From an optimization exercise on the open Yosys and OpenROAD flow, aimed at small area and a short achievable clock period; shortcuts taken in it are not production practice.
Function was checked by simulation only, so behaviour that the tests miss may differ from the original.

**design/flow/run.sh**
```bash
#!/bin/bash
# synth_recipe.tcl (not shown) runs the flow's synth.tcl, then flattens the netlist and writes it again
# the make line also repeats each setting of config.mk as NAME=value (left out here)
make -C /OpenROAD-flow-scripts/flow DESIGN_CONFIG=/design/flow/config.mk WORK_HOME=/design/flow/orfs CLKGATE_MAP_FILE= SYNTH_SCRIPT=/design/flow/synth_recipe.tcl finish
```
**design/flow/config.mk**
```make
export PLATFORM = sky130hd
export DESIGN_NAME = systolic_array_4x4
export DESIGN_NICKNAME = systolic_array_4x4
export VERILOG_FILES = /design/flow/design.v
export SDC_FILE = /design/flow/constraint.sdc
export NUM_CORES = 4
export LEC_CHECK = 0
export CAP_MARGIN = 20
export CORE_MARGIN = 2
export CORE_UTILIZATION = 40
export SLEW_MARGIN = 20
```
**design/flow/constraint.sdc**
```tcl
create_clock -name core_clock -period 5.2 [get_ports {clk}]
set_input_delay 1.0400 -clock core_clock [delete_from_list [all_inputs] [get_ports {clk}]]
set_output_delay 1.0400 -clock core_clock [all_outputs]
set_load 0.01 [all_outputs]
```
**design/flow/design.v**
```verilog
module pe #(
  parameter DATA_W = 8,
  parameter ACC_W  = 16
)(
  input  logic                 clk,
  input  logic                 rst_n,
  input  logic [DATA_W-1:0]    a_in,
  input  logic [DATA_W-1:0]    w_in,
  output logic [DATA_W-1:0]    a_out,
  output logic [DATA_W-1:0]    w_out,
  output logic [ACC_W-1:0]     psum_out
);
  logic [ACC_W-1:0] mult;
  assign mult     = a_in * w_in;
  assign a_out    = a_in;
  assign w_out    = w_in;
  always_ff @(posedge clk or negedge rst_n) begin
    if (!rst_n)
      psum_out <= '0;
    else
      psum_out <= psum_out + mult;
  end
endmodule
module systolic_array_4x4 #(
  parameter DATA_W = 8,
  parameter ACC_W  = 16,
  parameter N      = 4
)(
  input  logic                   clk,
  input  logic                   rst_n,
  input  logic [N*DATA_W-1:0]    a_in,     
  input  logic [N*DATA_W-1:0]    w_in,     
  output logic [N*N*ACC_W-1:0]   result    
);
  logic [N-1:0][DATA_W-1:0]          a_q, w_q;
  logic [N-1:0][N:0][DATA_W-1:0]     a_reg;    
  logic [N:0][N-1:0][DATA_W-1:0]     w_reg;    
  logic [N-1:0][N-1:0][ACC_W-1:0]    psum;
  integer i;
  always_ff @(posedge clk or negedge rst_n) begin
    if (!rst_n) begin
      for (i = 0; i < N; i++) begin
        a_q[i] <= 0;
        w_q[i] <= 0;
      end
    end else begin
      for (i = 0; i < N; i++) begin
        a_q[i] <= a_in[i*DATA_W +: DATA_W];
        w_q[i] <= w_in[i*DATA_W +: DATA_W];
      end
    end
  end
  genvar gi, gj;
  generate
    for (gi = 0; gi < N; gi++) begin : EDGE
      assign a_reg[gi][0] = a_q[gi];
      assign w_reg[0][gi] = w_q[gi];
    end
    for (gi = 0; gi < N; gi++) begin : ROW
      for (gj = 0; gj < N; gj++) begin : COL
        pe #(.DATA_W(DATA_W), .ACC_W(ACC_W)) u_pe (
          .clk(clk), .rst_n(rst_n),
          .a_in   (a_reg[gi][gj]),
          .w_in   (w_reg[gi][gj]),
          .a_out  (a_reg[gi][gj+1]),
          .w_out  (w_reg[gi+1][gj]),
          .psum_out(psum[gi][gj])
        );
        assign result[(gi*N+gj)*ACC_W +: ACC_W] = psum[gi][gj];
      end
    end
  endgenerate
endmodule
```
==> metrics.md <==
| Metric | Value |
|---|---|
| Die height | roughly 350 um |
| Post-Synthesis Net Count | 6791 |
| Tcrit/Tclk final | 0.940 |
| Leading cell types in the layout, fill and taps excluded | sky130_fd_sc_hd__inv_1 (1587), sky130_fd_sc_hd__fa_1 (800), sky130_fd_sc_hd__nand2_1 (561), sky130_fd_sc_hd__ha_1 (560), sky130_fd_sc_hd__and2_1 (509) |
| Number of enable-type register cells in the synthesized netlist | 0 |
| Vias in the first global route | 37200 |
| Die outline area | 0.124 mm^2 |
| Startpoint of the worst register-to-register path | a_q[21]$_DFF_PN0_ |
| Number of vias per cell after detailed routing | about 4.7 |
| Global Route Usage Sum | 0.207 |
| Max capacitance violation total | 0 |
| Postcts setup bufs | 0 |
| Via count | 34600 |
| Result of the run | no timing/DRC/antenna violations |
| Drt wl/cell | 17.0 um |
| Layout cells sized above 1 | 0.0384 |
| Register area | 0.00801 mm^2 |
| First-iteration detailed-routing DRC count | 1488 |
| Nets@finish | 7093 |
| Initial antenna violation count | 2 |
| Routability Congestion | 0.848 |
| Wire length of the first global-routing pass | 204 mm |
| Commonest non-fill, non-tap cell in the layout | sky130_fd_sc_hd__inv_1 |
| Count of H-tree levels built during CTS | 2 |
| Cell with the biggest individual delay on the critical path | sky130_fd_sc_hd__dfrtp_1 |
| Worst setup skew after layout | 0.0409 ns |
| Area inside the core boundary | 0.120 mm^2 |
| Number of buffers inserted by hold repair at cts | 0 |
| End point of the critical path | ROW[2].COL[2].u_pe.psum_out[15]$_DFF_PN0_ |
| Type of element capturing the critical path | flip-flop |
| Launching instance or port of the critical path | a_q[21]$_DFF_PN0_ |
| YS warnings | 2 |
| Transition time at the pin with the least slew margin | between 0.8 and 0.9 ns |
| Unrepaired setup endpoints after global routing | no |
| Clock sinks | 320 |
| Crit path cell chain | buf_4, nand2_1, fa_1, fa_1, inv_1, fa_1, inv_1, fa_1, inv_1, ha_1, o21ai_0, a21o_1, a21boi_0, a311oi_1, xnor2_1 |
| Synthesized area per cell | around 9.1 um^2 |
| Min-Delay Path Class | input pin to asynchronous set/reset pin |
| Number of instances in the synthesized netlist | 5365 |
| Aggregate routed wire length | ~120 mm |
| Clock latency of the later-clocked register in the worst-skew pair | 0.66 ns |
| Final global-route overflow total | 0 |
| Clock buffer depth | 3 |
| I/O Buffers | 321 |
| Number of cells on the critical path | 15 |
| Synthesized cell area | between 0.04 and 0.05 mm^2 |
| Largest fanout on the critical path | 18 |
| Number of routed nets with antenna violations | 0 |
| Area grow syn2layout | 15.6% |
| Setup_tns | 0 ns |
| DRT Pass-1 Iters | 4 |
| Number of slew-limit violations in the final report | 0 |
| Data required time of the worst path | between 5 and 6 ns |
| Most used cell along the critical path | sky130_fd_sc_hd__fa_1 |
| Number of CTS-inserted buffers | 50 |
| Netlist cell types | 63 |
| Count of filler cells inserted in the layout | approximately 12000 |
| CTS clock-pin slew for the worst setup and hold paths | 0.06 ns |
| Estimated wirelength of the detail-placed design | 99.1 mm |
| Endpoint of the worst register-to-register path | ROW[2].COL[2].u_pe.psum_out[15]$_DFF_PN0_ |
| Yosys reg bits | 320 |
| Num ports | 322 |
| Fraction of registers with async set/reset | 1.00 |
| # resized after CTS | 0 |
| Final-report hold violation count | 0 |
| Reg2reg setup slack | 0.31 ns |
| Die X-Extent | 352 um |
| Area of the multi-input gates | between 0.03 and 0.04 mm^2 |
| DRC violation count after routing | 0 |
| Critical path class | flip-flop to flip-flop |
| Largest stage delay on the critical path | 0.91 ns |
| Clock root buffer master | sky130_fd_sc_hd__clkbuf_16 |
| Kind of start point of the critical path | flip-flop |
| Site Rows | 127 |
| Ys flop type | sky130_fd_sc_hd__dfrtp_1 |
| Worst hold-check slack | 0.407 ns |
| Pin count of the biggest net entering global routing | 80 |
| Arrival time at the worst endpoint | 5.44 ns |
| Final critical delay including setup and external delays | 4.89 ns |
| R2r worst-path depth | 15 |
| Worst-case headroom to the max-slew limit | 0.415 |
| Cell family with most CP delay | adder cells |
| Critical path buffer and inverter count | 4 |
| Sequential area share after synthesis | 0.165 |
| Fmax | between 0.2 and 0.25 GHz |
| Initial core utilization | 0.404 |
| CTS tree | done |
| Setup violations, final | 0 |
==> Yosys cell counts (5+ instances only) <==
cell type	number	area [um^2]
sky130_fd_sc_hd__a21o_1	32	240
sky130_fd_sc_hd__a221o_1	5	50.1
sky130_fd_sc_hd__o311ai_0	5	43.8
sky130_fd_sc_hd__nand3b_1	9	67.6
sky130_fd_sc_hd__o311a_1	5	50.1
sky130_fd_sc_hd__a211o_1	5	43.8
sky130_fd_sc_hd__o21ai_0	78	390
sky130_fd_sc_hd__mux2i_1	6	60.1
sky130_fd_sc_hd__o31ai_1	7	52.6
sky130_fd_sc_hd__nor2_1	93	349
sky130_fd_sc_hd__nand2_1	561	2110
sky130_fd_sc_hd__nand3_1	14	70.1
sky130_fd_sc_hd__clkbuf_1	196	736
sky130_fd_sc_hd__fa_1	800	16000
sky130_fd_sc_hd__ha_1	560	7010
sky130_fd_sc_hd__and3_1	6	37.5
sky130_fd_sc_hd__nor2b_1	34	213
sky130_fd_sc_hd__nand4_1	10	62.6
sky130_fd_sc_hd__and2_1	509	3180
sky130_fd_sc_hd__or2_2	6	37.5
sky130_fd_sc_hd__a21oi_1	116	581
sky130_fd_sc_hd__o21a_1	26	195
sky130_fd_sc_hd__nor4_1	6	37.5
sky130_fd_sc_hd__and4_1	5	43.8
sky130_fd_sc_hd__a211oi_1	16	120
sky130_fd_sc_hd__inv_1	1587	5960
sky130_fd_sc_hd__dfrtp_1	320	8010
sky130_fd_sc_hd__nand2b_1	15	93.8
sky130_fd_sc_hd__xnor2_1	156	1370
sky130_fd_sc_hd__o221ai_1	5	43.8
sky130_fd_sc_hd__a31oi_1	9	56.3
sky130_fd_sc_hd__or3_1	7	43.8
sky130_fd_sc_hd__o22ai_1	8	50.1
sky130_fd_sc_hd__o21bai_1	19	143
sky130_fd_sc_hd__xor2_1	35	307
sky130_fd_sc_hd__o31a_1	6	52.6
sky130_fd_sc_hd__nor3_1	28	140
==> per-stage QoR <==
step	area, um^2	cells	util	worst slack [ns]
3_3_place_gp	54400	7227	0.453	0.361
3_5_place_dp	54400	7227	0.453	0.318
5_1_grt	56100	7318	0.467	0.00952
4_1_cts	56100	7318	0.467	0.296
2_1_floorplan	48600	5365	-	0.799
6_report	56100	7323	0.467	0.312
==> worst min-delay path by stage <==
| stage | endpoint | slack [ns] | depth (start not counted) |
|---|---|---|---|
| floorplan | ROW[0].COL[0].u_pe.psum_out[0]$_DFF_PN0_ | 0.55 | 1 |
| global placement | ROW[1].COL[1].u_pe.psum_out[0]$_DFF_PN0_ | 0.49 | 1 |
| detailed placement | ROW[1].COL[1].u_pe.psum_out[0]$_DFF_PN0_ | 0.50 | 1 |
| CTS | ROW[1].COL[0].u_pe.psum_out[0]$_DFF_PN0_ | 0.39 | 1 |
| global route | ROW[1].COL[0].u_pe.psum_out[0]$_DFF_PN0_ | 0.44 | 1 |
| finish | ROW[1].COL[0].u_pe.psum_out[0]$_DFF_PN0_ | 0.41 | 1 |
==> registers in the layout (all words and copies together), names as in the netlist <==
register / flops
ROW.COL.u_pe.psum_out: 256
a_q: 32
w_q: 32
==> routing by layer <==
metal	global-route usage	part of all wire	up-vias
met2	0.339	0.47	678
met3	0.0376	0.054	149
met4	0.0585	0.028	0
met5	0	0	-
met1	0.282	0.45	17500
li1	-	-	16300
==> logic make-up (layout without fill, tap and decap cells) <==
family                   count (synthesis)  count (layout)  share of synthesized area
adder cells (fa/ha/maj)               1360            1360                      0.474
AO/OA/AOI/OAI                          386             386                     0.0512
buffers and inverters                 1783            2124                      0.138
multiplexers                             7               7                    0.00147
XOR/XNOR                               191             191                     0.0344
flip-flops                             320             320                      0.165
other                                    0               5                          0
AND/OR/NAND/NOR                       1318            1318                      0.136
==> cell type report <==
cell class	instances	area share
Multi-Input combinational cell	3262	0.603
Tap cell	1612	0.0359
Sequential cell	320	0.143
Inverter	1587	0.106
Antenna cell	5	0.000223
Clock inverter	18	0.00484
Timing Repair Buffer	446	0.0809
Clock buffer	73	0.0260

-- separate check: timing with driven ports --
The flow's constraints put no driver on any port. The routed layout listed below was extracted and timed again, unchanged, in two steps. Step 1: set_driving_cell puts a clkbuf_16 on clk and a buf_2 on each other input, an assumption about the parent block. Step 2, shift: input delay + t, output delay - t, t = (earliest + latest rising clock arrival at the registers) / 2. This alone moves slack from input paths to output paths. Slacks: ideal ports / drivers / drivers and shift; pairs: ideal ports / drivers.
t, ns: 0.710
setup slack, ns: 0.312 / 0.312 / 0.312
worst hold slack (ns): 0.407 / 0.390 / 0.505
clock arrival spread, ns: 0.042 / 0.041
slew at the worst register clock pin (ns): 0.06 / 0.06
After both steps setup and hold are still met in this run. The setup slack of this run moves by 0.000 ns with the drivers and by 0.000 ns with both steps.
